Background: an optimization exercise with open tools, aiming at small area, a short achievable clock period and few clock cycles. Do not read the settings as production practice.
In this exercise RTL edits were held to simulation tests only and were not proved equivalent to the original.

$ cat flow/design.v
`timescale 1ns / 1ps
module Gcd(
	input [15:0] d1,
	input [15:0] d2,
	input clk,
	input rst,
	input start,
	output ready,
	output [15:0] gcd,
	output finished_flag
);
reg [15:0] a;
reg [15:0] b;
reg        busy;
function [15:0] pfx;
	input [15:0] v;
	integer l, i;
	begin
		pfx = v;
		for (l = 0; l < 4; l = l + 1)
			for (i = 0; i < 16; i = i + 1)
				if ((i >> l) & 1)
					pfx[i] = pfx[i] | pfx[((i >> l) << l) - 1];
	end
endfunction
function [3:0] enc;
	input [15:0] h;
	begin
		enc[0] = |(h & 16'hAAAA);
		enc[1] = |(h & 16'hCCCC);
		enc[2] = |(h & 16'hF0F0);
		enc[3] = |(h & 16'hFF00);
	end
endfunction
wire [15:0] axb = a ^ b;
wire [15:0] p   = a | b;
wire [15:0] pp  = pfx(p);
wire [15:0] px  = pfx(axb);
wire done = ~px[15] | ~|a | ~|b;
assign ready         = ~busy | done;
assign finished_flag = busy & done;
assign gcd           = a | b;
wire [15:0] lo = p & ~{pp[14:0], 1'b0};      
wire [15:0] lx = axb & ~{px[14:0], 1'b0};    
wire b_even = ~|(b & lo);                    
wire [3:0] s = enc(lx) - enc(lo);
reg [15:0] cg, cp;
integer li, ii;
always @* begin
	cg = a & ~b;
	cp = ~axb;
	cg[0] = cg[0] | cp[0];    
	for (li = 0; li < 4; li = li + 1)
		for (ii = (2 << li) - 1; ii < 16; ii = ii + (2 << li)) begin
			cg[ii] = cg[ii] | (cp[ii] & cg[ii - (1 << li)]);
			cp[ii] = cp[ii] & cp[ii - (1 << li)];
		end
	for (li = 2; li >= 0; li = li - 1)
		for (ii = 3 * (1 << li) - 1; ii < 16; ii = ii + (2 << li)) begin
			cg[ii] = cg[ii] | (cp[ii] & cg[ii - (1 << li)]);
			cp[ii] = cp[ii] & cp[ii - (1 << li)];
		end
end
wire [15:0] dab    = ~axb ^ {cg[14:0], 1'b1};
wire        a_lt_b = ~cg[15];
wire [15:0] dabs   = dab ^ ({px[14:0], 1'b0} & {16{a_lt_b}});
wire [15:0] a_step   = dabs >> s;
wire        b_take_a = b_even | a_lt_b;
always @(posedge clk) begin
	if (ready) begin
		a <= d1;
		b <= d2;
	end else begin
		a <= a_step;
		if (b_take_a)
			b <= a;
	end
	if (~rst)
		busy <= 1'b0;
	else if (ready)
		busy <= start;
end
endmodule
$ cat flow/flow/run.sh
#!/bin/bash
# Standard layout, except:
# - synthesis leaves the adder cells (fa/ha) to abc instead of mapping them
#   first (ADDER_MAP_FILE empty), and abc runs flow/abc.script: ORFS's area
#   script without its final upsize/dnsize passes (the layout's own repair
#   sizes the cells);
# - the port buffers are sky130_fd_sc_hd__buf_2 instead of the cell
#   buffer_ports picks by itself (clkdlybuf4s50_1).
set -euo pipefail
here=$PWD
cat > my_synth.tcl <<TCL
proc abc {args} {
  set i [lsearch -exact \$args -script]
  if {\$i >= 0} { lset args [expr {\$i + 1}] $here/flow/abc.script }
  puts "abc with script $here/flow/abc.script"
  yosys abc {*}\$args
}
TCL
cat synth_recipe.tcl >> my_synth.tcl
bash standard.sh ADDER_MAP_FILE= SYNTH_SCRIPT=$here/my_synth.tcl synth > synth.log 2>&1
bash standard.sh "BUFFER_PORTS_ARGS=-buffer_cell sky130_fd_sc_hd__buf_2" > layout.log 2>&1
$ cat flow/flow/abc.script
strash
dch
map -B 0.9
topo
stime -c
buffer -c
$ cat flow/standard.sh
#!/bin/bash
# synth_recipe.tcl (not shown) runs the flow's synth.tcl, then flattens the netlist and writes it again
# the make line also repeats each setting of config.mk as NAME=value (left out here)
make -C /OpenROAD-flow-scripts/flow DESIGN_CONFIG=/design/flow/config.mk WORK_HOME=/design/flow/orfs CLKGATE_MAP_FILE= SYNTH_SCRIPT=/design/flow/synth_recipe.tcl "${@:-finish}"
$ cat flow/config.mk
export PLATFORM = sky130hd
export DESIGN_NAME = Gcd
export DESIGN_NICKNAME = Gcd
export VERILOG_FILES = /design/flow/design.v
export SDC_FILE = /design/flow/constraint.sdc
export NUM_CORES = 4
export LEC_CHECK = 0
export ABC_AREA = 1
export CAP_MARGIN = 20
export CORE_MARGIN = 2
export CORE_UTILIZATION = 40
export PLACE_DENSITY = 0.6
export SETUP_SLACK_MARGIN = 1.0
export SLEW_MARGIN = 20
$ cat flow/constraint.sdc
create_clock -name core_clock -period 4.5 [get_ports {clk}]
set_input_delay 0.9000 -clock core_clock [delete_from_list [all_inputs] [get_ports {clk}]]
set_output_delay 0.9000 -clock core_clock [all_outputs]
set_load 0.01 [all_outputs]
==> metrics.yaml, run 1 <==
status: "finished clean"
synth_top_family_by_area: "simple AND/OR/NAND/NOR gates"
setup_viol: 0
grt_pass1_vias: 4241
hp-class: "register to register"
grtUsageTotal: 0.264
timing.hold.ws_ns: 0.582
grt_pass1_wl_um: 20900
synth_ff_type: "dfxtp_1"
fillerInstances: 1040
crit_path_max_incr_delay_ns: 0.44
cts_buffer_depth: 2
placed_cell_area_sq_um: 4020
rsz0062_at_grt: "false"
dp_hpwl_um: 10700
drt-total-wl_um: 13100
critPathBufInv: 3
synth_compound_area_frac: 0.0790
synth.avg_cell_area_sq_um: 5.44
yosysTopAreaCellShare: 0.281
drc_errors: 0
fin_crit_sh: 0.718
clk_latency_ns: 0.29
synth.area.top_cells: "nand2_1 28%, nand3_1 15%, edfxtp_1 13%, inv_1 9.5%, dfxtp_1 9.0%"
critPathMaxFanout: 16
cp_data_required_time_ns: 4.73
syn-cell-area_sq_um: 3770
clkTransAtPathRegs_ns: 0.08
synth_fp_nets: 728
numCtsBuffers: 5
critical_path_class: "register to register"
syn_to_final_growth_pct: 11.5
port_buffers: 52
die_h_um: 101
path_cells: "inv_1, nand2_1, nand2_1, nor2_1, nand2_1, nor2_1, nand3_1, nand2_1, nor2_1, nand3_1, nand2_1, buf_4, inv_1, nand3_1, nand2_1, nand3_1, nand2_1, nand3_1, nand2_1"
yosysWarnings: 1
max_freq_mhz: 309
drtIter0Drc: 256
yosys.area_share.simple: 0.544
yosysTopAreaCell: "nand2_1"
crit_family: "simple AND/OR/NAND/NOR gates"
pin_count: 53
fin_util: 0.457
critPathLaunchType: "register"
die_area_sq_um: 10200
diodes: 0
drive_gt1_frac: 0.118
synthXorXnorAreaFrac: 0.0116
fin_skew_ns: 0.00835
synth.area.mux_share: 0
slew_headroom: 0.610
synth_edf_count: 16
antenna_left: 0
antenna_found_initial: 0
final_nets: 786
via_per_inst: 5.30
start_util: 0.410
worstPathArrival_ns: 3.47
vias: 4574
grt_max_degree: 38
fin_area_sq_um: 4210
gp_congestion: 0.968
synth-seq-cells: 33
first_pass_iters: 5
cts_tree: "yes"
core_sq_um: 9200
maxCapViolCount: 0
cp_common_cell: "nand2_1"
synthAdderAreaFrac: 0
h-tree-depth: 2
synth_cell_types: 30
critPathSlowestCell: "dfxtp_1"
yosysSeqAreaShare: 0.218
syn_inst: 693
numClockSinks: 33
whs_path_depth: 3
rows: 35
crit_path_end_kind: "register"
root_buffer: "clkbuf_8"
finalHoldViolCount: 0
overflow: 0
tightest_slew_ns: 0.580
drv_slew: 0
period_minus_slack_ns: 3.23
fin_setup_tns_ns: 0
die-width_um: 101
hold_buffers: 0
rr_worst_depth: 19
routedWlPerCell_um: 15.2
async_reset_ff_frac: 0
crit_cells: 19
[layer usage]
layer / global-route usage / up-vias / wire length, um
met5: 0 / - / 0
met4: 0.0728 / 0 / 374
met3: 0.0451 / 19 / 818
met2: 0.460 / 150 / 6210
met1: 0.334 / 2071 / 5690
li1: - / 2334 / -
[logic make-up after synthesis]
group	count (synthesis)
flip-flops	33
XOR/XNOR	5
buffers and inverters	109
AND/OR/NAND/NOR	493
AO/OA/AOI/OAI	53
[cell usage after synthesis (all sizes together) (11+ instances only)]
cell and count:
a21oi 15, clkbuf 11, dfxtp 17, edfxtp 16, inv 95, nand2 282, nand3 111, nand4 13
nor2 78, o21ai 26
[path summary, 6_finish.rpt]
| check | startpoint | to | slack, ns |
|---|---|---|---|
| max | a[10] | a[5] | 1.27 |
| min reg2reg | busy | a[7] | 0.58 |
| min | busy | a[7] | 0.58 |
| max reg2reg | a[10] | a[5] | 1.27 |
[through the flow]
step / std cells / setup slack, ns
3_5_place_dp: 849 / 0.582
2_1_floorplan: 693 / 1.58
6_report: 863 / 1.27
3_3_place_gp: 849 / 0.741
5_1_grt: 863 / 0.995
4_1_cts: 857 / 1.03
[cell usage in the layout, fill, tap and decap left out, drive strengths merged]
cell	n
a21oi	15
dfxtp	17
o21ai	26
a211oi	1
clkbuf	7
nor4	3
or2	1
a22oi	1
o21bai	2
o311ai	2
nand3	111
xnor2	2
o21a	1
nand4	13
inv	96
and2	1
nand3b	3
clkinvlp	1
o41ai	1
a21boi	1
xor2	3
nor3	1
nor2	79
nand2	282
o32ai	1
o22ai	2
edfxtp	16
buf	63
[worst register-to-register path, stage by stage (launching register included)]
cell and delay, ns:
dfxtp_1 0.44, inv_1 0.14, nand2_1 0.09, nand2_1 0.10
nor2_1 0.24, nand2_1 0.21, nor2_1 0.19, nand3_1 0.09
nand2_1 0.08, nor2_1 0.06, nand3_1 0.16, nand2_1 0.08
buf_4 0.19, inv_1 0.29, nand3_1 0.20, nand2_1 0.12
nand3_1 0.13, nand2_1 0.11, nand3_1 0.15, nand2_1 0.12
[area by class of cell]
cell class	instances	area, sq um	share of cell area
Multi-Input combinational cell	552	2460	0.584
Clock inverter	1	6.26	0.00149
Timing Repair Buffer	63	343	0.0815
Inverter	96	364	0.0866
Clock buffer	7	76.3	0.0181
Sequential cell	33	821	0.195
Tap cell	111	139	0.0330
[registers in the layout (all words and copies together) (netlist names)]
| name | count |
|---|---|
| a | 16 |
| b | 16 |
| busy | 1 |
[timing repair]
| item | CTS | global route |
|---|---|---|
| buffers inserted | 0 | 5 |
| pin swaps | 0 | 2 |
| gates cloned | 0 | 1 |
| setup endpoints to repair | 18 | 17 |
| gates resized for setup | 3 | 16 |
Testbench counts, summed over its fixed seeds: cycles 21,896.
==> run 2, diff against run 1 <==
--- a/flow/config.mk
+++ b/flow/config.mk
@@ -11,4 +11,4 @@
 export CORE_UTILIZATION = 40
 export PLACE_DENSITY = 0.6
-export SETUP_SLACK_MARGIN = 1.0
+export SETUP_SLACK_MARGIN = 1.2
 export SLEW_MARGIN = 20
==> run 2 against run 1 <==
  * Clock-buffer cell count unchanged
  * Area after synthesis unchanged
  * First-iteration DRC count down 1.6%
  * Register-to-register slack better by 0.24 ns
  * Non-clock buffer count up 7
  * Via count up 0.98%
  * Global-route usage up 0.12 points
  * Critical path type is now register to primary output
  * Largest cell class unchanged
==> metrics.yaml, run 2 <==
die-width_um: 101  # unchanged
final_cell_mix: "273 x nand2_1, 109 x nand3_1, 93 x inv_1"
overflow: 0  # unchanged
yosysTopAreaCellShare: 0.281  # unchanged
status: "finished clean"
rows: 35  # unchanged
grt_pass1_wl_um: 21000  # +0.43%
fillerInstances: 1033  # -0.67%
yosysSeqAreaShare: 0.218  # unchanged
vias: 4619  # +0.98%
worst_slack_ns: 1.39  # +0.127 ns
fin_crit_sh: 0.690  # -0.0283
drtIter0Drc: 252  # -1.6%
maxCapViolCount: 0  # unchanged
antenna_left: 0  # unchanged
top_regs: "a x16, b x16, busy x1"
final_common_cell: "nand2_1"
fin_area_sq_um: 4360  # +3.7%
synth-seq-cells: 33  # unchanged
worstPathArrival_ns: 2.21  # -1.26 ns
synth_edf_count: 16  # unchanged
synthAdderAreaFrac: 0  # unchanged
regArea_sq_um: 822  # +0.15%
dp_slack_ns: 0.582  # unchanged
async_reset_ff_frac: 0  # unchanged
cts_tree: "yes"
grt_pass1_vias: 4259  # +0.42%
numClockSinks: 33  # unchanged
period_minus_slack_ns: 3.11  # -0.127 ns
synth_top_family_by_area: "simple AND/OR/NAND/NOR gates"
clk_latency_ns: 0.29  # about the same
grtUsageTotal: 0.265  # +0.00115
start_util: 0.410  # unchanged
cts_buffer_depth: 2  # unchanged
pin_count: 53  # unchanged
drc_errors: 0  # unchanged
synth_ff_type: "dfxtp_1"
yosys.area_share.simple: 0.544  # unchanged
hp-class: "register to register"
crit_path_max_incr_delay_ns: 0.38  # -0.06 ns
drt-total-wl_um: 13300  # +1.4%
synthXorXnorAreaFrac: 0.0116  # unchanged
fin_skew_ns: 0.0108  # +0.00240 ns
root_buffer: "clkbuf_8"
yosysTopAreaCell: "nand2_1"
h-tree-depth: 2  # unchanged
critPathLaunchType: "register"
rrSetupSlack_ns: 1.51  # +0.24 ns
die_area_sq_um: 10200  # unchanged
max_freq_mhz: 322  # +4.1%
die_h_um: 101  # unchanged
dp_hpwl_um: 10700  # unchanged
synth_fp_nets: 728  # unchanged
clkTransAtPathRegs_ns: 0.08  # about the same
hold_buffers: 0  # unchanged
fin_setup_tns_ns: 0  # unchanged
multi_input_comb_area_sq_um: 2530  # +3.0%
drive_gt1_frac: 0.149  # +0.0303
slew_headroom: 0.622  # +0.0119
finalHoldViolCount: 0  # unchanged
diodes: 0  # unchanged
numCtsBuffers: 5  # unchanged
yosysWarnings: 1  # unchanged
first_pass_iters: 5  # unchanged
synth_compound_area_frac: 0.0790  # unchanged
syn-cell-area_sq_um: 3770  # unchanged
grt_max_degree: 38  # unchanged
synth_cell_types: 30  # unchanged
syn_inst: 693  # unchanged
final_nets: 794  # +1.0%
critPathMaxFanout: 5  # -11
cp_common_cell: "inv_1"
yosys-top-cells-count: "282 x nand2_1, 110 x nand3_1, 95 x inv_1, 78 x nor2_1, 26 x o21ai_0"
critPathBufInv: 4  # +1
rsz0062_at_grt: "false"
placed_cell_area_sq_um: 4020  # unchanged
routedWlPerCell_um: 15.2  # +0.46%
path_cells: "inv_1, nand2_2, nand2_1, nor2_2, inv_1, nor2_1, inv_1, nor2_2, nand2_1, a21boi_0, buf_2"
critical_path_class: "register to primary output"
core_sq_um: 9200  # unchanged
port_buffers: 52  # unchanged
antenna_found_initial: 0  # unchanged
cp_data_required_time_ns: 3.60  # -1.13 ns
critPathSlowestCell: "edfxtp_1"
syn_to_final_growth_pct: 15.7
via_per_inst: 5.30  # about the same
yosysMostFrequentCell: "nand2_1"
gp_congestion: 0.968  # unchanged
crit_family: "simple AND/OR/NAND/NOR gates"
tightest_slew_ns: 0.566  # -0.0143 ns
synth.avg_cell_area_sq_um: 5.44  # unchanged
synth.area.mux_share: 0  # unchanged
crit_path_end_kind: "primary output"
drv_slew: 0  # unchanged
setup_viol: 0  # unchanged
synth.area.top_cells: "nand2_1 28%, nand3_1 15%, edfxtp_1 13%, inv_1 9.5%, dfxtp_1 9.0%"
run 2: changes by cell type in the layout (fill, tap and decap cells not counted), moves of 2 or more:
cell,change
inv_1,-2
nand2_4,+3
nor2_1,-5
clkinvlp_4,+2
nor2_2,+2
nor2_4,+3
buf_4,+5
nand2_1,-4
run 2: cells by family (layout without fill, tap and decap cells):
family / after synthesis / count (layout)
flip-flops: 33 / 33
AND/OR/NAND/NOR: 493 / 494
buffers and inverters: 109 / 175
AO/OA/AOI/OAI: 53 / 53
XOR/XNOR: 5 / 5
run 2: repair_timing:
action / 4_1_cts / 5_1_grt
cloned: 0 / 2
endpoints found under the setup margin: 34 / 18
buffers inserted: 4 / 8
pin swaps: 2 / 3
resized for setup: 9 / 35
run 2: final cells by class:
type / count / area share
multi-input cells: 552 / 0.580
flip-flops and latches: 33 / 0.188
repair buffers: 70 / 0.0944
inverters: 96 / 0.0849
well taps: 111 / 0.0318
clock buffers: 7 / 0.0175
repair inverters: 1 / 0.00172
clock inverters: 1 / 0.00143
run 2: tightest hold or removal path, delay by kind of cell (launching register included):
kind            cells  cell delay (ns)
compound gates      1             0.09
buf+inv             1             0.08
flops               1             0.33
run 2: worst paths after layout:
path,start,to,depth (start not counted)
min,a[2],b[2],2
max reg2reg,b[7],a[5],19
max,b[12],finished_flag,11
min reg2reg,a[2],b[2],2
run 2: per-stage QoR:
| step | std cells | util | hold WS, ns |
|---|---|---|---|
| after CTS | 861 | 0.453 | 0.667 |
| after global placement | 849 | 0.437 | 0.644 |
| final | 871 | 0.474 | 0.674 |
| after detailed placement | 849 | 0.437 | 0.657 |
| after floorplan | 693 | - | 0.604 |
| after global routing | 871 | 0.474 | 0.732 |
run 2: routing by layer:
layer	GRT usage	vias up	routed length [um]
met5	0	-	0
met4	0.0748	0	416
met3	0.0402	21	763
met2	0.461	151	6270
met1	0.338	2088	5820
li1	-	2359	-
==> run 3, diff against run 2 <==
--- a/flow/config.mk
+++ b/flow/config.mk
@@ -9,6 +9,6 @@
 export CAP_MARGIN = 20
 export CORE_MARGIN = 2
-export CORE_UTILIZATION = 40
-export PLACE_DENSITY = 0.6
+export CORE_UTILIZATION = 55
+export PLACE_DENSITY = 0.7
 export SETUP_SLACK_MARGIN = 1.2
 export SLEW_MARGIN = 20
==> run 3 against run 2 <==
  * Highest routed layer unchanged
  * Final cell count is 4.1% lower
  * Still clean on timing, DRC and antenna
  * First-iteration DRC count is 140% higher
  * Via count is 4.0% higher
  * Register-to-register slack worse by 0.07 ns
  * Die area is 26% lower
  * Clock skew hardly changed
==> metrics.yaml, run 3 <==
yosys-top-cells-count: "282 x nand2_1, 110 x nand3_1, 95 x inv_1, 78 x nor2_1, 26 x o21ai_0"
fillerInstances: 668  # -35%
dp_hpwl_um: 10200  # -4.3%
grt_pass1_wl_um: 20100  # -4.1%
cts_buffer_depth: 2  # unchanged
drv_slew: 0  # unchanged
drive_gt1_frac: 0.147  # -0.00166
cp_data_required_time_ns: 3.60  # about the same
grtUsageTotal: 0.340  # +0.0746
syn-cell-area_sq_um: 3770  # unchanged
finalHoldViolCount: 0  # unchanged
synth-seq-cells: 33  # unchanged
async_reset_ff_frac: 0  # unchanged
numClockSinks: 33  # unchanged
pin_count: 53  # unchanged
synth_fp_nets: 728  # unchanged
final_cell_mix: "270 x nand2_1, 109 x nand3_1, 94 x inv_1"
drt-total-wl_um: 12800  # -3.6%
top_regs: "a x16, b x16, busy x1"
grt_pass1_vias: 4218  # -0.96%
grt_max_degree: 34  # -11%
synth.avg_cell_area_sq_um: 5.44  # unchanged
hp-class: "register to register"
synth_cell_types: 30  # unchanged
max_freq_mhz: 314  # -2.4%
maxCapViolCount: 0  # unchanged
cts_tree: "yes"
die_area_sq_um: 7540  # -26%
final_nets: 789  # -0.63%
clkTransAtPathRegs_ns: 0.08  # about the same
synth_edf_count: 16  # unchanged
critical_path_class: "register to primary output"
critPathMaxFanout: 20  # +15
slew_headroom: 0.607  # -0.0146
yosysWarnings: 1  # unchanged
fin_setup_tns_ns: 0  # unchanged
antenna_left: 0  # unchanged
yosysTopAreaCellShare: 0.281  # unchanged
crit_path_end_kind: "primary output"
dp_slack_ns: 0.770  # +0.189 ns
antenna_found_initial: 0  # unchanged
worst_slack_ns: 1.32  # -0.0757 ns
drc_errors: 0  # unchanged
yosysMostFrequentCell: "nand2_1"
root_buffer: "clkbuf_8"
diodes: 0  # unchanged
synth_ff_type: "dfxtp_1"
die_h_um: 86.8  # -14%
rsz0062_at_grt: "true"
first_pass_iters: 6  # +1
yosysSeqAreaShare: 0.218  # unchanged
syn_inst: 693  # unchanged
period_minus_slack_ns: 3.18  # +0.0757 ns
yosysTopAreaCell: "nand2_1"
synth.area.top_cells: "nand2_1 28%, nand3_1 15%, edfxtp_1 13%, inv_1 9.5%, dfxtp_1 9.0%"
drtIter0Drc: 608  # +140%
port_buffers: 52  # unchanged
overflow: 0  # unchanged
h-tree-depth: 2  # unchanged
via_per_inst: 5.75  # +8.4%
core_sq_um: 6720  # -27%
fin_crit_sh: 0.707  # +0.0168
syn_to_final_growth_pct: 13.5
status: "finished clean"
rows: 30  # -14%
gp_congestion: 1.01  # +4.1%
fin_skew_ns: 0.0111  # +0.000362 ns
routedWlPerCell_um: 15.3  # +0.56%
final_common_cell: "nand2_1"
worstPathArrival_ns: 2.28  # +0.07 ns
tightest_slew_ns: 0.587  # +0.0218 ns
numCtsBuffers: 5  # unchanged
critPathLaunchType: "register"
setup_viol: 0  # unchanged
vias: 4802  # +4.0%
die-width_um: 86.8  # -14%
clk_latency_ns: 0.30  # about the same
start_util: 0.561  # +0.151
==> run 3: cell counts after synthesis <==
Identical to the previous run, type by type.
==> run 3: critical path, stage by stage, from the launching register on <==
cell and delay (ns):
edfxtp_1 0.40, inv_1 0.10, nand2_4 0.13, nand2_2 0.14, nor2_2 0.17, inv_1 0.08, nor2_2 0.12, inv_1 0.10
nor2_4 0.13, nand2_1 0.13, nand3_2 0.12, buf_6 0.19, buf_2 0.16
==> run 3: final cells by class <==
type                       instances  area, sq um  area share
clock inverter                     3         46.3      0.0108
timing repair buffer              66          369      0.0862
sequential                        33          821       0.192
inverter                          96          363      0.0848
clock buffer                       5         68.8      0.0161
multi-input combinational        552         2510       0.587
tap                               80          100      0.0234
==> run 3: through the flow <==
stage	cell area, sq um	util	hold slack [ns]	cells
6_report	4280	0.637	0.662	835
5_1_grt	4280	0.637	0.729	835
4_1_cts	4130	0.615	0.662	828
3_5_place_dp	3980	0.593	0.650	818
3_3_place_gp	3980	0.593	0.646	818
2_1_floorplan	3770	-	0.604	693
==> run 3: repair_timing <==
item,4_1_cts,5_1_grt
pin swaps,1,1
resized for setup,7,34
hold endpoints to repair,0,0
endpoints found under the setup margin,34,34
hold buffers,0,0
cloned,0,1
buffers inserted,2,6
==> run 3: worst paths after layout <==
path	from	endpoint	slack (ns)	depth (start not counted)
worst max-delay path	b[12]	ready	1.32	12
worst min-delay path	a[14]	b[14]	0.66	2
worst max register to register	b[3]	a[5]	1.44	18
worst min register to register	a[14]	b[14]	0.66	2
==> run 3: cells by family after synthesis <==
group | Yosys count | synth area share
AO/OA/AOI/OAI | 53 | 0.0790
XOR/XNOR | 5 | 0.0116
buffers and inverters | 109 | 0.147
flip-flops | 33 | 0.218
AND/OR/NAND/NOR | 493 | 0.544
==> run 3: layer usage <==
layer / GRT usage / wire length (um)
met1: 0.431 / 5100
met5: 0 / 0
met4: 0.146 / 692
met3: 0.0543 / 1180
met2: 0.566 / 5830
==> run 4, diff against run 3 <==
--- a/flow/design.v
+++ b/flow/design.v
@@ -44,5 +44,6 @@
 wire [15:0] lx = axb & ~{px[14:0], 1'b0};    
 wire b_even = ~|(b & lo);                    
-wire [3:0] s = enc(lx) - enc(lo);
+wire [3:0] sd = enc(lx) - enc(lo);
+wire [2:0] s  = sd[3] ? 3'd7 : sd[2:0];
 reg [15:0] cg, cp;
 integer li, ii;
--- a/flow/config.mk
+++ b/flow/config.mk
@@ -9,6 +9,7 @@
 export CAP_MARGIN = 20
 export CORE_MARGIN = 2
-export CORE_UTILIZATION = 55
-export PLACE_DENSITY = 0.7
+export CORE_UTILIZATION = 40
+export GPL_TIMING_DRIVEN = 1
+export PLACE_DENSITY = 0.6
 export SETUP_SLACK_MARGIN = 1.2
 export SLEW_MARGIN = 20
==> run 4 against run 3 <==
  * Still clean on timing, DRC and antenna
  * Sequential cell count unchanged
  * Final area down 0.88%
  * Clock-buffer cell count up 1
  * Sequential share of layout area up 0.26 points
  * Critical path depth down 1
  * Die area up 31%
  * Wire length down 1.3%
  * Area after synthesis down 3.6%
  * Clock skew about the same
  * Critical path type unchanged
==> metrics.yaml, run 4 <==
fin_setup_tns_ns: 0  # unchanged
synth-seq-cells: 33  # unchanged
critPathMaxFanout: 4  # -80%
start_util: 0.415  # -0.146
grtUsageTotal: 0.259  # -0.0807
clk_latency_ns: 0.30  # about the same
finalHoldViolCount: 0  # unchanged
yosysTopAreaCellShare: 0.202  # -0.0784
numClockSinks: 33  # unchanged
multi_input_comb_area_sq_um: 2470  # -1.6%
yosysSeqAreaShare: 0.226  # +0.00801
hp-class: "register to register"
critical_path_class: "register to primary output"
cp_data_required_time_ns: 3.60  # about the same
rsz0062_at_grt: "true"
yosysTopAreaCell: "nand2_1"
root_buffer: "clkbuf_8"
clkTransAtPathRegs_ns: 0.08  # about the same
die_h_um: 99.4  # +14%
crit_path_max_incr_delay_ns: 0.43  # +0.03 ns
cp_common_cell: "nand2_1"
rr_worst_depth: 20  # +2
status: "finished clean"
period_minus_slack_ns: 3.12  # -0.0657 ns
slew_headroom: 0.731  # +0.123
final_cell_mix: "189 x nand2_1, 104 x nand3_1, 87 x inv_1"
vias: 4413  # -8.1%
path_cells: "inv_1, nand2_1, nand2_1, inv_1, nand2_1, nor2_2, nand2_1, nor2_1, nand2_2, a21boi_0, buf_2"
first_pass_iters: 7  # +1
drtIter0Drc: 325  # -47%
gp_congestion: 0.986  # -2.0%
synth_edf_count: 16  # unchanged
syn_inst: 637  # -8.1%
die_area_sq_um: 9870  # +31%
synth.avg_cell_area_sq_um: 5.71  # +4.9%
pin_count: 53  # unchanged
drive_gt1_frac: 0.162  # +0.0151
drv_slew: 0  # unchanged
synth.area.top_cells: "nand2_1 20%, nand3_1 14%, edfxtp_1 13%, nor2_1 9.5%, dfxtp_1 9.4%"
rows: 34  # +13%
dp_slack_ns: 0.812  # +0.0414 ns
yosysWarnings: 1  # unchanged
core_sq_um: 8760  # +30%
critPathLaunchType: "register"
die-width_um: 99.4  # +14%
dp_hpwl_um: 10000  # -1.8%
setup_viol: 0  # unchanged
critPathSlowestCell: "edfxtp_1"
drt-total-wl_um: 12600  # -1.3%
synth_ff_type: "dfxtp_1"
async_reset_ff_frac: 0  # unchanged
syn_to_final_growth_pct: 16.6
port_buffers: 52  # unchanged
grt_pass1_vias: 4093  # -3.0%
h-tree-depth: 2  # unchanged
regArea_sq_um: 825  # +0.46%
final_common_cell: "nand2_1"
fillerInstances: 975  # +46%
overflow: 0  # unchanged
grt_max_degree: 30  # -12%
yosys-top-cells-count: "196 x nand2_1, 105 x nand3_1, 92 x nor2_1, 87 x inv_1, 31 x o21ai_0"
crit_path_end_kind: "primary output"
synth_cell_types: 28  # -6.7%
diodes: 0  # unchanged
maxCapViolCount: 0  # unchanged
top_regs: "a x16, b x16, busy x1"
final_nets: 737  # -6.6%
stdcell_count: 811  # -2.9%
worst_slack_ns: 1.38  # +0.0657 ns
antenna_found_initial: 0  # unchanged
drc_errors: 0  # unchanged
syn-cell-area_sq_um: 3640  # -3.6%
yosysMostFrequentCell: "nand2_1"
dp_cells: 791  # -3.3%
cts_tree: "yes"
tightest_slew_ns: 0.400  # -0.187 ns
antenna_left: 0  # unchanged
numCtsBuffers: 5  # unchanged
cts_buffer_depth: 2  # unchanged
fin_skew_ns: 0.0110  # -0.0000780 ns
max_freq_mhz: 321  # +2.1%
via_per_inst: 5.44  # -5.4%
fin_crit_sh: 0.692  # -0.0146
whs_path_depth: 2  # unchanged
synth_fp_nets: 672  # -7.7%
grt_pass1_wl_um: 20300  # +0.99%
worstPathArrival_ns: 2.22  # -0.06 ns
routedWlPerCell_um: 15.6  # +1.7%
-- run 4: worst paths after layout --
kind         start       endpoint  slack (ns)
max reg2reg   b[6]           a[6]        1.47
max           b[1]  finished_flag        1.38
min          a[14]          b[14]        0.69
min reg2reg  a[14]          b[14]        0.69
-- run 4: area by class of cell --
type                       count  area share
clock buffer                   6      0.0171
inverter                      87      0.0770
clock inverter                 2     0.00236
timing repair buffer          70      0.0950
sequential                    33       0.194
tap                          108      0.0318
multi-input combinational    505       0.582
-- run 4: cells by family (layout without fill, tap and decap cells) --
family	count (synthesis)	count (layout)	synth area share
flip-flops	33	33	0.226
AND/OR/NAND/NOR	426	427	0.500
buffers and inverters	100	165	0.136
AO/OA/AOI/OAI	59	59	0.0922
XOR/XNOR	19	19	0.0458
-- run 4: metal layers --
metal | up-vias | global-route usage | wire [um]
li1 | 2196 | - | -
met4 | 0 | 0.0864 | 427
met1 | 2026 | 0.337 | 5550
met5 | - | 0 | 0
met2 | 166 | 0.438 | 5910
met3 | 25 | 0.0401 | 755
-- run 4: critical path, delay by kind of cell (launching register included) --
| family | cells | cell delay (ns) |
|---|---|---|
| and+or+nand+nor | 7 | 0.94 |
| DFF | 1 | 0.43 |
| AOI/OAI and AO/OA | 1 | 0.20 |
| buffers and inverters | 3 | 0.34 |
-- run 4: per-stage QoR --
step	area (sq um)	hold slack, ns	util
finish	4240	0.693	0.484
global route	4240	0.714	0.484
CTS	4030	0.688	0.460
detailed placement	3930	0.676	0.448
global placement	3930	0.666	0.448
floorplan	3640	0.561	-
-- run 4: timing repair --
| item | CTS | global route |
|---|---|---|
| resized for setup | 6 | 36 |
| cloned | 0 | 1 |
| endpoints found under the setup margin | 17 | 18 |
| hold buffers | 0 | 0 |
| pin swaps | 1 | 2 |
| buffers inserted | 0 | 11 |
Testbench counts of run 4, summed over its fixed seeds: cycles 22,013.
==> run 5, diff against run 4 <==
==> flow/flow/abc.script (replaced) <==
strash
dch
map -B 0.9
topo
stime -c
buffer -c
dnsize -c
--- a/flow/config.mk
+++ b/flow/config.mk
@@ -10,5 +10,4 @@
 export CORE_MARGIN = 2
 export CORE_UTILIZATION = 40
-export GPL_TIMING_DRIVEN = 1
 export PLACE_DENSITY = 0.6
 export SETUP_SLACK_MARGIN = 1.2
==> run 5 against run 4 <==
  * Critical path depth increased by 9
  * Sequential cell count unchanged
  * Final cell count rose by 0.62%
  * Highest routed layer unchanged
==> metrics.yaml, run 5 <==
critPathLaunchType: "register"
synth_fp_nets: 672  # unchanged
synth_ff_type: "dfxtp_1"
rsz0062_at_grt: "false"
yosysTopAreaCellShare: 0.209  # +0.00676
slew_headroom: 0.703  # -0.0271
cts_buffer_depth: 2  # unchanged
cp_common_cell: "nand2_1"
synth_edf_count: 16  # unchanged
drt-total-wl_um: 12500  # -0.74%
critPathCapture: "a[5]"
worstPathArrival_ns: 3.29  # +1.07 ns
drv_slew: 0  # unchanged
antenna_left: 0  # unchanged
via_per_inst: 5.37  # -1.3%
path_cells: "nor2_4, nand2_1, nor2_1, buf_4, nand2_2, nor2_4, o31ai_1, o21ai_1, nand2_1, nand2_1, inv_1, nand3_2, nand2_2, nand2_4, nand2_1, nor2_4, buf_2, nand3_1, nand3_1, nand3_1"
status: "finished clean"
grtUsageTotal: 0.257  # -0.00229
yosysSeqAreaShare: 0.233  # +0.00754
die_area_sq_um: 9570  # -3.1%
period_minus_slack_ns: 3.11  # -0.00509 ns
grt_max_degree: 35  # +17%
first_pass_iters: 6  # -1
max_freq_mhz: 321  # +0.16%
diodes: 0  # unchanged
syn-cell-area_sq_um: 3520  # -3.2%
yosys.area_share.simple: 0.515  # +0.0149
synth.area.top_cells: "nand2_1 21%, nand3_1 15%, edfxtp_1 14%, nor2_1 9.8%, dfxtp_1 9.7%"
synthXorXnorAreaFrac: 0.0473  # +0.00153
synthAdderAreaFrac: 0  # unchanged
dp_hpwl_um: 9980  # -0.68%
cts_tree: "yes"
routedWlPerCell_um: 15.4  # -1.4%
pin_count: 53  # unchanged
fin_crit_sh: 0.691  # -0.00113
syn_inst: 637  # unchanged
drtIter0Drc: 322  # -0.92%
timing.hold.ws_ns: 0.673  # -0.0192 ns
gp_congestion: 0.956  # -3.1%
yosysTopAreaCell: "nand2_1"
critPathSlowestCell: "edfxtp_1"
syn_to_final_growth_pct: 21.7
synth-seq-cells: 33  # unchanged
die_h_um: 97.8  # -1.6%
crit_path_max_incr_delay_ns: 0.48  # +0.05 ns
stdcell_count: 816  # +0.62%
clkTransAtPathRegs_ns: 0.08  # about the same
h-tree-depth: 2  # unchanged
clk_latency_ns: 0.29  # about the same
cp_data_required_time_ns: 4.68  # +1.08 ns
rows: 34  # unchanged
critical_path_class: "register to register"
fin_setup_tns_ns: 0  # unchanged
final_nets: 743  # +0.81%
crit_path_end_kind: "register"
hold_buffers: 0  # unchanged
final_common_cell: "nand2_1"
antenna_found_initial: 0  # unchanged
yosys-top-cells-count: "196 x nand2_1, 106 x nand3_1, 92 x nor2_1, 87 x inv_1, 31 x o21ai_0"
setup_viol: 0  # unchanged
critPathLaunch: "b[1]"
critPathBufInv: 3  # unchanged
drc_errors: 0  # unchanged
grt_pass1_vias: 4089  # -0.098%
synth_cell_types: 30  # +7.1%
grt_pass1_wl_um: 19800  # -2.6%
fin_skew_ns: 0.00408  # -0.00695 ns
vias: 4382  # -0.70%
async_reset_ff_frac: 0  # unchanged
r2r_start: "b[1]"
drive_gt1_frac: 0.161  # -0.00115
numCtsBuffers: 5  # unchanged
top_regs: "a x16, b x16, busy x1"
fillerInstances: 982  # +0.72%
hp-class: "register to register"
overflow: 0  # unchanged
numClockSinks: 33  # unchanged
tightest_slew_ns: 0.440  # +0.0397 ns
crit_cells: 20  # +9
synth.avg_cell_area_sq_um: 5.53  # -3.2%
synth_top_family_by_area: "simple AND/OR/NAND/NOR gates"
synth.area.mux_share: 0  # unchanged
port_buffers: 52  # unchanged
core_sq_um: 8640  # -1.5%
rrSetupSlack_ns: 1.39  # -0.08 ns
start_util: 0.408  # -0.00749
finalHoldViolCount: 0  # unchanged
crit_family: "simple AND/OR/NAND/NOR gates"
maxCapViolCount: 0  # unchanged
die-width_um: 97.8  # -1.6%
reg2reg_to: "a[5]"
root_buffer: "clkbuf_8"
final_cell_mix: "191 x nand2_1, 103 x nand3_1, 87 x inv_1"
yosysWarnings: 1  # unchanged
dp_cells: 792  # +0.13%
rr_worst_depth: 20  # unchanged
yosysMostFrequentCell: "nand2_1"
synth_compound_area_frac: 0.0953  # +0.00308
critPathMaxFanout: 9  # +5
run 5: worst min-delay path by stage:
stage	end	start	cells after the start	slack (ns)
3_3_place_gp	b[1]	a[1]	2	0.67
3_5_place_dp	b[13]	a[13]	2	0.68
6_report	b[13]	a[13]	2	0.67
5_1_grt	b[13]	a[13]	2	0.71
4_1_cts	b[13]	a[13]	2	0.69
2_1_floorplan	b[7]	a[7]	2	0.56
run 5: cell families (layout without fill, tap and decap cells):
family / after synthesis / after routing
compound gates: 59 / 59
simple gates: 426 / 426
buf+inv: 100 / 171
flops: 33 / 33
xor+xnor: 19 / 19
run 5: layer usage:
layer,global-route usage,part of all wire,up-vias,wire length (um)
li1,-,-,2210,-
met1,0.331,0.43,2010,5450
met2,0.459,0.49,147,6130
met3,0.0308,0.060,15,751
met4,0.0588,0.017,0,213
met5,0,0,-,0
run 5: worst min-delay path, cell delays in order (launching register included):
cell and delay, ns:
dfxtp_1 0.35, inv_1 0.08, o21ai_0 0.08
run 5: repair_timing:
action / 4_1_cts / 5_1_grt
endpoints found under the setup margin: 17 / 18
pin swaps: 0 / 5
gates resized for setup: 7 / 36
gates cloned: 0 / 1
buffers inserted: 0 / 16
run 5: layout make-up:
type / count / area [sq um] / area share
clock buffers: 6 / 72.6 / 0.0169
clock inverters: 1 / 3.75 / 0.000876
multi-input cells: 504 / 2470 / 0.577
inverters: 87 / 327 / 0.0762
repair buffers: 77 / 453 / 0.106
well taps: 108 / 135 / 0.0315
flip-flops and latches: 33 / 823 / 0.192
run 5: per-stage QoR:
stage	instance area (sq um)	setup WS (ns)	utilization
final	4280	1.39	0.496
after global routing	4280	1.18	0.496
after CTS	4040	1.22	0.468
after detailed placement	3930	0.802	0.455
after global placement	3930	0.905	0.455
after floorplan	3520	1.59	-
==> run 6, diff against run 5 <==
==> flow/flow/abc.script (replaced) <==
strash
dch
map -B 0.9
==> run 6 against run 5 <==
  * Sequential cell count stayed put
  * Die area is 1.8% lower
  * Critical path type is now register to primary output
  * Final cell count is 0.12% higher
  * Fmax is 0.44% higher
  * Global-route usage is 0.69 points higher
  * Sequential share of layout area is 0.11 points lower
==> metrics.yaml, run 6 <==
grt_max_degree: 30  # -14%
port_buffers: 52  # unchanged
crit_path_end_kind: "primary output"
first_pass_iters: 5  # -1
final_cell_mix: "190 x nand2_1, 103 x nand3_1, 84 x clkinv_1"
fin_skew_ns: 0.00683  # +0.00275 ns
antenna_found_initial: 0  # unchanged
critical_path_class: "register to primary output"
critPathMaxFanout: 8  # -1
syn_to_final_growth_pct: 25.7
yosysMostFrequentCell: "nand2_1"
cts_tree: "yes"
cts_buffer_depth: 2  # unchanged
synth_fp_nets: 659  # -1.9%
core_sq_um: 8300  # -3.9%
start_util: 0.416  # +0.00854
rows: 33  # -2.9%
fin_setup_tns_ns: 0  # unchanged
clkTransAtPathRegs_ns: 0.08  # about the same
syn_inst: 624  # -2.0%
drc_errors: 0  # unchanged
yosysWarnings: 1  # unchanged
fin_crit_sh: 0.688  # -0.00301
rsz0062_at_grt: "false"
synth_cell_types: 24  # -20%
synth.avg_cell_area_sq_um: 5.53  # +0.16%
worstPathArrival_ns: 2.20  # -1.09 ns
hp-class: "register to register"
grt_pass1_vias: 4094  # +0.12%
pin_count: 53  # unchanged
drive_gt1_frac: 0.185  # +0.0244
slew_headroom: 0.724  # +0.0208
fin_util: 0.523  # +0.0269
drt-total-wl_um: 12500  # -0.29%
finalHoldViolCount: 0  # unchanged
gp_congestion: 0.976  # +2.1%
die_area_sq_um: 9390  # -1.8%
drtIter0Drc: 247  # -23%
max_freq_mhz: 323  # +0.44%
antenna_left: 0  # unchanged
routedWlPerCell_um: 15.3  # -0.42%
critPathLaunchType: "register"
yosysSeqAreaShare: 0.238  # +0.00448
yosysTopAreaCell: "nand2_1"
maxCapViolCount: 0  # unchanged
diodes: 0  # unchanged
period_minus_slack_ns: 3.10  # -0.0135 ns
numCtsBuffers: 5  # unchanged
grt_pass1_wl_um: 20000  # +1.2%
synth_edf_count: 16  # unchanged
via_per_inst: 5.39  # +0.36%
yosys-top-cells-count: "198 x nand2_1, 107 x nand3_1, 92 x nor2_1, 87 x clkinv_1, 31 x o21ai_0"
synth_ff_type: "dfxtp_1"
h-tree-depth: 2  # unchanged
top_regs: "a x16, b x16, busy x1"
yosysTopAreaCellShare: 0.215  # +0.00619
drv_slew: 0  # unchanged
grtUsageTotal: 0.263  # +0.00686
worst_slack_ns: 1.40  # +0.0135 ns
cp_data_required_time_ns: 3.60  # -1.08 ns
die-width_um: 96.9  # -0.91%
final_nets: 746  # +0.40%
synth.area.top_cells: "nand2_1 22%, nand3_1 16%, edfxtp_1 14%, nor2_1 10%, dfxtp_1 9.9%"
die_h_um: 96.9  # -0.91%
async_reset_ff_frac: 0  # unchanged
clk_latency_ns: 0.30  # about the same
dp_hpwl_um: 9910  # -0.75%
final_common_cell: "nand2_1"
synth-seq-cells: 33  # unchanged
dp_slack_ns: 0.923  # +0.121 ns
overflow: 0  # unchanged
status: "finished clean"
tightest_slew_ns: 0.413  # -0.0272 ns
numClockSinks: 33  # unchanged
syn-cell-area_sq_um: 3450  # -1.9%
setup_viol: 0  # unchanged
root_buffer: "clkbuf_8"
vias: 4403  # +0.48%
run 6: changes by cell type after synthesis:
| cell | change |
|---|---|
| clkinv_1 | +87 |
| nand3_2 | -1 |
| buf_2 | -4 |
| buf_4 | -1 |
| and2_1 | -1 |
| nand2_1 | +2 |
| nand2_2 | -2 |
| and2_2 | +1 |
| nand3_1 | +1 |
| buf_1 | -1 |
| inv_1 | -87 |
| clkbuf_1 | -7 |
run 6: metrics by stage:
stage	hold WS [ns]	cells	area [sq um]
after global placement	0.664	790	3930
after CTS	0.677	798	4050
final	0.643	817	4340
after detailed placement	0.667	790	3930
after floorplan	0.568	624	3460
after global routing	0.697	817	4340
run 6: what timing repair did:
item,CTS,global route
setup buffers,0,17
hold buffers,0,0
pin swaps,0,4
gates resized for setup,8,53
cloned,0,2
setup endpoints to repair,16,18
run 6: final timing paths:
kind / end / start / cells past startpoint / slack [ns]
min: b[6] / a[6] / 2 / 0.64
max reg2reg: a[12] / b[11] / 19 / 1.44
max: ready / b[3] / 10 / 1.40
min reg2reg: b[6] / a[6] / 2 / 0.64
run 6: per-layer routing:
| layer | vias to the layer above | global-route usage | part of all wire |
|---|---|---|---|
| li1 | 2235 | - | - |
| met1 | 1975 | 0.349 | 0.45 |
| met2 | 157 | 0.426 | 0.45 |
| met3 | 36 | 0.0332 | 0.056 |
| met4 | 0 | 0.121 | 0.043 |
| met5 | - | 0 | 0 |
run 6: critical path, stage by stage, from the launching register on:
cell      delay [ns]
edfxtp_1        0.45
nor2_2          0.20
clkinv_1        0.14
nand2_1         0.11
nand2_1         0.07
nor2_2          0.19
nand2_1         0.13
nor2_2          0.14
nand2_1         0.13
nand3_4         0.18
buf_2           0.16
run 6: cells by family (layout without fill, tap and decap cells):
logic type,count (synthesis),after routing,synth area share
compound gates,59,59,0.0971
simple gates,426,426,0.522
buf+inv,87,175,0.0946
xor+xnor,19,19,0.0482
flops,33,33,0.238
run 6: final cells by class:
type	instances	area, sq um
clock buffer	6	82.6
clock inverter	2	8.76
fill	918	3960
inverter	87	330
multi-input combinational	504	2480
sequential	33	830
tap	105	131
timing repair buffer	80	482
==> run 7, diff against run 6 <==
==> flow/flow/abc.script (replaced) <==
strash
dch
map -B 0.9
topo
stime -c
buffer -c
==> run 7 against run 6 <==
  * Sequential cell count unchanged
  * Final cell count fell by 0.73%
  * First-iteration DRC count increased by 32%
  * Critical path depth increased by 1
  * Utilization decreased by 3.9 points
  * Clock skew increased by 0.0042 ns
  * Via count increased by 0.23%
  * Non-clock buffer count is 10 lower
  * Worst setup slack worse by 0.019 ns
==> metrics.yaml, run 7 <==
drtIter0Drc: 325  # +32%
die_h_um: 99.4  # +2.5%
die-width_um: 99.4  # +2.5%
yosysWarnings: 1  # unchanged
maxCapViolCount: 0  # unchanged
grt_pass1_wl_um: 20300  # +1.5%
critPathBufInv: 3  # +1
crit_path_max_incr_delay_ns: 0.43  # -0.02 ns
grt_pass1_vias: 4093  # -0.024%
cts_tree: "yes"
critPathSlowestCell: "edfxtp_1"
drt-total-wl_um: 12600  # +1.0%
antenna_found_initial: 0  # unchanged
tightest_slew_ns: 0.400  # -0.0124 ns
fin_crit_sh: 0.692  # +0.00414
rows: 34  # +3.0%
yosys-top-cells-count: "196 x nand2_1, 105 x nand3_1, 92 x nor2_1, 87 x inv_1, 31 x o21ai_0"
setup_viol: 0  # unchanged
rsz0062_at_grt: "true"
drc_errors: 0  # unchanged
critPathLaunchType: "register"
synth.area.top_cells: "nand2_1 20%, nand3_1 14%, edfxtp_1 13%, nor2_1 9.5%, dfxtp_1 9.4%"
start_util: 0.415  # -0.00105
fin_util: 0.484  # -0.0388
crit_path_end_kind: "primary output"
cts_buffer_depth: 2  # unchanged
routedWlPerCell_um: 15.6  # +1.8%
status: "finished clean"
final_common_cell: "nand2_1"
path_cells: "inv_1, nand2_1, nand2_1, inv_1, nand2_1, nor2_2, nand2_1, nor2_1, nand2_2, a21boi_0, buf_2"
synth_edf_count: 16  # unchanged
numCtsBuffers: 5  # unchanged
first_pass_iters: 7  # +2
dp_hpwl_um: 10000  # +1.4%
top_regs: "a x16, b x16, busy x1"
period_minus_slack_ns: 3.12  # +0.0186 ns
cp_common_cell: "nand2_1"
synth-seq-cells: 33  # unchanged
async_reset_ff_frac: 0  # unchanged
fin_setup_tns_ns: 0  # unchanged
via_per_inst: 5.44  # +0.97%
syn_to_final_growth_pct: 16.6
overflow: 0  # unchanged
die_area_sq_um: 9870  # +5.1%
grtUsageTotal: 0.259  # -0.00456
h-tree-depth: 2  # unchanged
drv_slew: 0  # unchanged
finalHoldViolCount: 0  # unchanged
gp_congestion: 0.986  # +1.1%
worstPathArrival_ns: 2.22  # +0.02 ns
critical_path_class: "register to primary output"
pin_count: 53  # unchanged
synth_fp_nets: 672  # +2.0%
antenna_left: 0  # unchanged
vias: 4413  # +0.23%
critPathMaxFanout: 4  # -4
cp_data_required_time_ns: 3.60  # about the same
root_buffer: "clkbuf_8"
port_buffers: 52  # unchanged
slew_headroom: 0.731  # +0.00627
syn_inst: 637  # +2.1%
yosysSeqAreaShare: 0.226  # -0.0120
hp-class: "register to register"
grt_max_degree: 30  # unchanged
clkTransAtPathRegs_ns: 0.08  # about the same
max_freq_mhz: 321  # -0.60%
yosysTopAreaCellShare: 0.202  # -0.0129
final_cell_mix: "189 x nand2_1, 104 x nand3_1, 87 x inv_1"
core_sq_um: 8760  # +5.6%
drive_gt1_frac: 0.162  # -0.0232
diodes: 0  # unchanged
synth_cell_types: 28  # +17%
yosysTopAreaCell: "nand2_1"
syn-cell-area_sq_um: 3640  # +5.3%
final_nets: 737  # -1.2%
synth.avg_cell_area_sq_um: 5.71  # +3.2%
hold_buffers: 0  # unchanged
clk_latency_ns: 0.30  # about the same
numClockSinks: 33  # unchanged
fin_skew_ns: 0.0110  # +0.00420 ns
synth_ff_type: "dfxtp_1"
yosysMostFrequentCell: "nand2_1"
crit_family: "simple AND/OR/NAND/NOR gates"
run 7: cell count changes in the layout (fill, tap and decap cells not counted), sizes merged:
cell / change
buf: -10
clkinv: -83
clkinvlp: -1
inv: +84
nand3: +1
run 7: metal layers:
metal | global-route usage | share of wire
met5 | 0 | 0
met4 | 0.0864 | 0.034
met3 | 0.0401 | 0.060
met2 | 0.438 | 0.47
met1 | 0.337 | 0.44
run 7: path summary, 6_finish.rpt:
check | slack [ns] | depth (start not counted) | endpoint | from
hold / removal | 0.69 | 2 | b[14] | a[14]
setup reg to reg | 1.47 | 20 | a[6] | b[6]
hold reg to reg | 0.69 | 2 | b[14] | a[14]
setup / recovery | 1.38 | 11 | finished_flag | b[1]
run 7: layout make-up:
class	count	area, sq um
Timing Repair Buffer	70	403
Multi-Input combinational cell	505	2470
Inverter	87	327
Sequential cell	33	825
Clock inverter	2	10.0
Tap cell	108	135
Fill cell	975	4520
Clock buffer	6	72.6
run 7: repair_timing:
action / in CTS / in global routing
gates resized for setup: 6 / 36
endpoints found under the setup margin: 17 / 18
cloned: 0 / 1
pin swaps: 1 / 2
setup buffers: 0 / 11
run 7: cells by family (layout without fill, tap and decap cells):
| logic type | after synthesis | count (layout) | synth area share |
|---|---|---|---|
| simple gates | 426 | 427 | 0.500 |
| xor+xnor | 19 | 19 | 0.0458 |
| buf+inv | 100 | 165 | 0.136 |
| compound gates | 59 | 59 | 0.0922 |
| flops | 33 | 33 | 0.226 |
run 7: worst register-to-register path: cells and delay by family, from the launching register on:
kind                   cells  cell delay (ns)
flip-flops                 1             0.42
AND/OR/NAND/NOR           15             1.90
buffers and inverters      3             0.39
AO/OA/AOI/OAI              2             0.20
run 7: stage by stage:
| stage | worst slack, ns | hold slack [ns] | std cells | area, sq um |
|---|---|---|---|---|
| floorplan | 1.58 | 0.561 | 637 | 3640 |
| global placement | 0.914 | 0.666 | 791 | 3930 |
| detailed placement | 0.812 | 0.676 | 791 | 3930 |
| CTS | 1.20 | 0.688 | 799 | 4030 |
| global route | 1.15 | 0.714 | 811 | 4240 |
| finish | 1.38 | 0.693 | 811 | 4240 |
==> run 8, diff against run 7 <==
--- a/flow/design.v
+++ b/flow/design.v
@@ -13,4 +13,5 @@
 reg [15:0] b;
 reg        busy;
+reg        zero;    
 function [15:0] pfx;
 	input [15:0] v;
@@ -37,5 +38,5 @@
 wire [15:0] pp  = pfx(p);
 wire [15:0] px  = pfx(axb);
-wire done = ~px[15] | ~|a | ~|b;
+wire done = ~px[15] | zero;
 assign ready         = ~busy | done;
 assign finished_flag = busy & done;
@@ -72,4 +73,5 @@
 		a <= d1;
 		b <= d2;
+		zero <= ~|d1 | ~|d2;
 	end else begin
 		a <= a_step;
--- a/flow/config.mk
+++ b/flow/config.mk
@@ -11,4 +11,4 @@
 export CORE_UTILIZATION = 40
 export PLACE_DENSITY = 0.6
-export SETUP_SLACK_MARGIN = 1.2
+export SETUP_SLACK_MARGIN = 1.0
 export SLEW_MARGIN = 20
==> run 8 against run 7 <==
  * Still clean
  * Utilization decreased by 2.4 points
  * Sequential cell count rose by 1
  * Critical path depth down 2
  * Worst hold slack got worse by 0.037 ns
  * First-iteration DRC count fell by 38%
  * Synthesized cell count down 4.9%
  * Worst setup slack got worse by 0.14 ns
  * Die area shrank 2.5%
  * Sequential share of layout area up 2.0 points
  * Critical endpoint is now ready
==> metrics.yaml, run 8 <==
status: "finished clean"
critPathLaunchType: "register"
critPathSlowestCell: "dfxtp_1"
vias: 4034  # -8.6%
clkTransAtPathRegs_ns: 0.07  # about the same
cts_buffer_depth: 2  # unchanged
synth_fp_nets: 641  # -4.6%
placed_cell_area_sq_um: 3790  # -3.4%
grt_pass1_vias: 3830  # -6.4%
synth.avg_cell_area_sq_um: 5.85  # +2.4%
cp_common_cell: "nand2_1"
first_pass_iters: 7  # unchanged
fin_crit_sh: 0.724  # +0.0318
numClockSinks: 34  # +3.0%
yosysTopAreaCellShare: 0.212  # +0.00959
grt_max_degree: 39  # +30%
drv_slew: 0  # unchanged
diodes: 0  # unchanged
drtIter0Drc: 201  # -38%
drc_errors: 0  # unchanged
rsz0062_at_grt: "false"
tightest_slew_ns: 0.854  # +0.453 ns
worstPathArrival_ns: 2.36  # +0.14 ns
die_area_sq_um: 9630  # -2.5%
maxCapViolCount: 0  # unchanged
path_cells: "inv_1, nand2_1, nand2_1, nor2_1, nand2_1, nor3_1, nand2_1, nand3_2, buf_2"
syn_inst: 606  # -4.9%
synth_edf_count: 17  # +1
synth_ff_type: "edfxtp_1"
top_regs: "a x16, b x16"
crit_path_max_incr_delay_ns: 0.43  # about the same
rows: 34  # unchanged
clk_latency_ns: 0.30  # about the same
final_cell_mix: "198 x nand2_1, 107 x nand3_1, 80 x inv_1"
port_buffers: 52  # unchanged
root_buffer: "clkbuf_8"
routedWlPerCell_um: 13.8  # -11%
antenna_left: 0  # unchanged
period_minus_slack_ns: 3.26  # +0.143 ns
grt_pass1_wl_um: 17500  # -14%
final_nets: 694  # -5.8%
h-tree-depth: 2  # unchanged
critical_path_class: "register to primary output"
fin_area_sq_um: 3970  # -6.4%
async_reset_ff_frac: 0  # unchanged
grtUsageTotal: 0.223  # -0.0363
syn-cell-area_sq_um: 3540  # -2.6%
start_util: 0.410  # -0.00473
pin_count: 53  # unchanged
drive_gt1_frac: 0.114  # -0.0485
timing.hold.ws_ns: 0.656  # -0.0369 ns
synth.area.top_cells: "nand2_1 21%, nand3_1 15%, edfxtp_1 14%, dfxtp_1 9.6%, inv_1 8.5%"
max_freq_mhz: 307  # -4.4%
yosysSeqAreaShare: 0.240  # +0.0145
drt-total-wl_um: 10600  # -16%
critPathLaunch: "a[9]"
fillerInstances: 967  # -0.82%
synth_cell_types: 27  # -3.6%
critPathMaxFanout: 16  # +12
yosys-top-cells-count: "200 x nand2_1, 108 x nand3_1, 80 x inv_1, 67 x nor2_1, 28 x o21ai_0"
antenna_found_initial: 0  # unchanged
die-width_um: 98.1  # -1.2%
overflow: 0  # unchanged
die_h_um: 98.1  # -1.2%
fin_setup_tns_ns: 0  # unchanged
syn_to_final_growth_pct: 12.1
finalHoldViolCount: 0  # unchanged
fin_skew_ns: 0.00722  # -0.00382 ns
core_sq_um: 8640  # -1.5%
dp_hpwl_um: 8800  # -12%
cp_data_required_time_ns: 3.60  # about the same
r2r_start: "a[9]"
crit_path_end_kind: "primary output"
hp-class: "register to register"
min-delay-start: "a[13]"
final_common_cell: "nand2_1"
slew_headroom: 0.429  # -0.301
yosysMostFrequentCell: "nand2_1"
yosysWarnings: 1  # unchanged
synth-seq-cells: 34  # +3.0%
gp_congestion: 0.917  # -7.1%
setup_viol: 0  # unchanged
via_per_inst: 5.25  # -3.5%
cts_tree: "yes"
numCtsBuffers: 5  # unchanged
yosysTopAreaCell: "nand2_1"
## run 8: cell count changes after synthesis, sizes merged, moves of 2 or more
cell and change:
inv -7, nand2 +2, nand3 +2, nand4 -6, nor2 -25, nor4 +3
o21ai -3, or2 +2, xor2 +2
## run 8: layout make-up
class,count,area [sq um],area share
Multi-Input combinational cell,478,2250,0.567
Clock buffer,7,96.3,0.0243
Timing Repair Buffer,60,333,0.0838
Sequential cell,34,851,0.214
Clock inverter,1,3.75,0.000945
Inverter,80,300,0.0756
Tap cell,108,135,0.0340
## run 8: worst paths after layout
path	end	depth (start not counted)	slack (ns)
setup reg to reg	b[1]	9	1.28
hold / removal	b[13]	2	0.66
hold reg to reg	b[13]	2	0.66
setup / recovery	ready	9	1.24
## run 8: worst max-delay path: cells and delay by family (launching register included)
| kind | cells | cell delay, ns |
|---|---|---|
| buffers and inverters | 2 | 0.30 |
| DFF | 1 | 0.43 |
| and+or+nand+nor | 7 | 1.34 |
## run 8: per-layer routing
layer | wire length [um] | share of wire | GRT usage
met5 | 0 | 0 | 0
met2 | 5300 | 0.50 | 0.415
met4 | 169 | 0.016 | 0.0449
met3 | 419 | 0.039 | 0.0308
met1 | 4750 | 0.45 | 0.272
## run 8: repair_timing
action / CTS / global route
buffers inserted: 0 / 3
endpoints found under the setup margin: 17 / 17
cloned: 0 / 0
pin swaps: 0 / 2
resized for setup: 3 / 6
hold buffers: 0 / 0
## run 8: logic make-up (layout without fill, tap and decap cells)
family,Yosys count,count (layout),synth area share
XOR/XNOR,22,22,0.0544
AND/OR/NAND/NOR,401,401,0.482
flip-flops,34,34,0.240
AO/OA/AOI/OAI,55,55,0.0876
buffers and inverters,94,148,0.136
## run 8: per-stage QoR
stage,util,worst slack (ns),instances
after floorplan,-,1.70,606
after global placement,0.439,0.850,757
after detailed placement,0.439,0.718,757
after CTS,0.452,1.01,765
after global routing,0.460,1.01,768
final,0.460,1.24,768
Testbench counts of run 8, summed over its fixed seeds: cycles 22,013.
==> run 9, diff against run 8 <==
--- a/flow/config.mk
+++ b/flow/config.mk
@@ -11,4 +11,4 @@
 export CORE_UTILIZATION = 40
 export PLACE_DENSITY = 0.6
-export SETUP_SLACK_MARGIN = 1.0
+export SETUP_SLACK_MARGIN = 1.6
 export SLEW_MARGIN = 20
==> run 9 against run 8 <==
  * Critical path depth increased by 7
  * Sequential cell count did not move
  * Worst hold slack got worse by 0.0012 ns
  * Largest cell class unchanged
  * Die area stayed put
  * Non-clock buffer count up 34
  * Worst setup slack better by 0.37 ns
  * Clock skew hardly changed
  * Clock-buffer cell count unchanged
==> metrics.yaml, run 9 <==
status: "finished clean"
grt_pass1_vias: 3917  # +2.3%
worst_slack_ns: 1.61  # +0.366 ns
crit_path_end_kind: "register"
drt-total-wl_um: 12500  # +17%
antenna_left: 0  # unchanged
h-tree-depth: 2  # unchanged
yosys-top-cells-count: "200 x nand2_1, 108 x nand3_1, 80 x inv_1, 67 x nor2_1, 28 x o21ai_0"
r2r_start: "b[1]"
dp_slack_ns: 0.718  # unchanged
final_cell_mix: "163 x nand2_1, 76 x inv_1, 65 x nand3_1"
slew_headroom: 0.645  # +0.215
hp-class: "register to register"
die_h_um: 98.1  # unchanged
final_nets: 730  # +5.2%
yosysMostFrequentCell: "nand2_1"
period_minus_slack_ns: 2.89  # -0.366 ns
placed_cell_area_sq_um: 3790  # unchanged
fin_util: 0.570  # +0.110
overflow: 0  # unchanged
dp_hpwl_um: 8800  # unchanged
dp_cells: 757  # unchanged
hold_buffers: 0  # unchanged
synth_cell_types: 27  # unchanged
fin_setup_tns_ns: 0  # unchanged
setup_viol: 0  # unchanged
critPathLaunch: "b[1]"
synth-seq-cells: 34  # unchanged
fin_skew_ns: 0.00698  # -0.000236 ns
synth.area.top_cells: "nand2_1 21%, nand3_1 15%, edfxtp_1 14%, dfxtp_1 9.6%, inv_1 8.5%"
cts_buffer_depth: 2  # unchanged
grt_pass1_wl_um: 18100  # +2.9%
first_pass_iters: 5  # -2
drtIter0Drc: 367  # +83%
die-width_um: 98.1  # unchanged
finalHoldViolCount: 0  # unchanged
syn_to_final_growth_pct: 38.9
start_util: 0.410  # unchanged
diodes: 0  # unchanged
syn_inst: 606  # unchanged
die_area_sq_um: 9630  # unchanged
synth_fp_nets: 641  # unchanged
rows: 34  # unchanged
run 9: metrics by stage:
stage | hold slack [ns]
final | 0.654
after global routing | 0.678
after CTS | 0.661
after detailed placement | 0.646
after global placement | 0.638
after floorplan | 0.590
run 9: metal layers:
| layer | part of all wire | up-vias | track usage |
|---|---|---|---|
| met5 | 0 | - | 0 |
| met4 | 0.029 | 0 | 0.0449 |
| met3 | 0.046 | 34 | 0.0308 |
| met2 | 0.52 | 130 | 0.428 |
| met1 | 0.41 | 2044 | 0.281 |
| li1 | - | 2152 | - |
run 9: worst max-delay path: stages (launching register included):
cell      delay (ns)
edfxtp_1        0.40
inv_1           0.10
nand2_2         0.09
nand2_2         0.11
nor2_4          0.18
nand2_4         0.09
nor2_4          0.21
inv_1           0.11
or2_2           0.35
xor2_4          0.17
inv_2           0.11
nand3_4         0.11
a21boi_4        0.28
buf_8           0.19
nand3_4         0.10
nand3_2         0.09
nand3_1         0.09
run 9: layout make-up:
| cell class | count | area (sq um) |
|---|---|---|
| fill | 828 | 3710 |
| sequential | 34 | 857 |
| tap | 108 | 135 |
| inverter | 80 | 305 |
| multi-input combinational | 480 | 2910 |
| clock buffer | 7 | 96.3 |
| timing repair buffer | 94 | 609 |
| clock inverter | 1 | 3.75 |
run 9: cell families after synthesis:
group                  Yosys count  share of synthesized area
AO/OA/AOI/OAI                   55                     0.0876
XOR/XNOR                        22                     0.0544
buffers and inverters           94                      0.136
flip-flops                      34                      0.240
AND/OR/NAND/NOR                401                      0.482
run 9: repair_timing:
item                       in CTS  in global routing
setup buffers                   7                 27
gates cloned                    1                  4
setup endpoints to repair      46                 18
pin swaps                       5                 43
gates resized for setup        40                150
run 9: worst paths after layout:
| path | end | slack, ns | cells past startpoint |
|---|---|---|---|
| min reg2reg | b[13] | 0.65 | 2 |
| max | a[4] | 1.61 | 16 |
| max reg2reg | a[4] | 1.61 | 16 |
| min | b[13] | 0.65 | 2 |

## what the ideal ports hide
The flow's constraints put no driver on any port. The routed layouts listed below were extracted and timed again, unchanged, in two steps.
Step 1 sets driving cells, clkbuf_16 on the clock port and buf_2 on the other inputs (assumed; they add their load-dependent delay and slew).
Step 2 moves the port delays by t, midway between the first and last clock arrival at a register: inputs arrive t later, outputs are due t later. That takes back most of the time a late clock gives input paths.
a / b / c = ideal / step 1 / step 2; a / b = the first two.
| run | shift t [ns] | slack for setup (ns) | slew at the worst register clock pin (ns) | cell pins on the clock port's net |
|---|---|---|---|---|
| run 1 | 0.311 | 1.267 / 1.267 / 1.267 | 0.08 / 0.08 | 1 |
| run 2 | 0.315 | 1.394 / 1.369 / 1.505 | 0.08 / 0.08 | 1 |
| run 3 | 0.317 | 1.319 / 1.292 / 1.438 | 0.08 / 0.08 | 1 |
| run 4 | 0.322 | 1.384 / 1.360 / 1.473 | 0.08 / 0.08 | 1 |
| run 5 | 0.320 | 1.390 / 1.384 / 1.390 | 0.08 / 0.08 | 1 |
| run 6 | 0.321 | 1.403 / 1.375 / 1.438 | 0.08 / 0.08 | 1 |
| run 7 | 0.322 | 1.384 / 1.360 / 1.473 | 0.08 / 0.08 | 1 |
| run 8 | 0.321 | 1.241 / 1.215 / 1.283 | 0.08 / 0.08 | 1 |
| run 9 | 0.322 | 1.607 / 1.607 / 1.607 | 0.08 / 0.08 | 1 |
After both steps setup and hold are still met in every run listed.
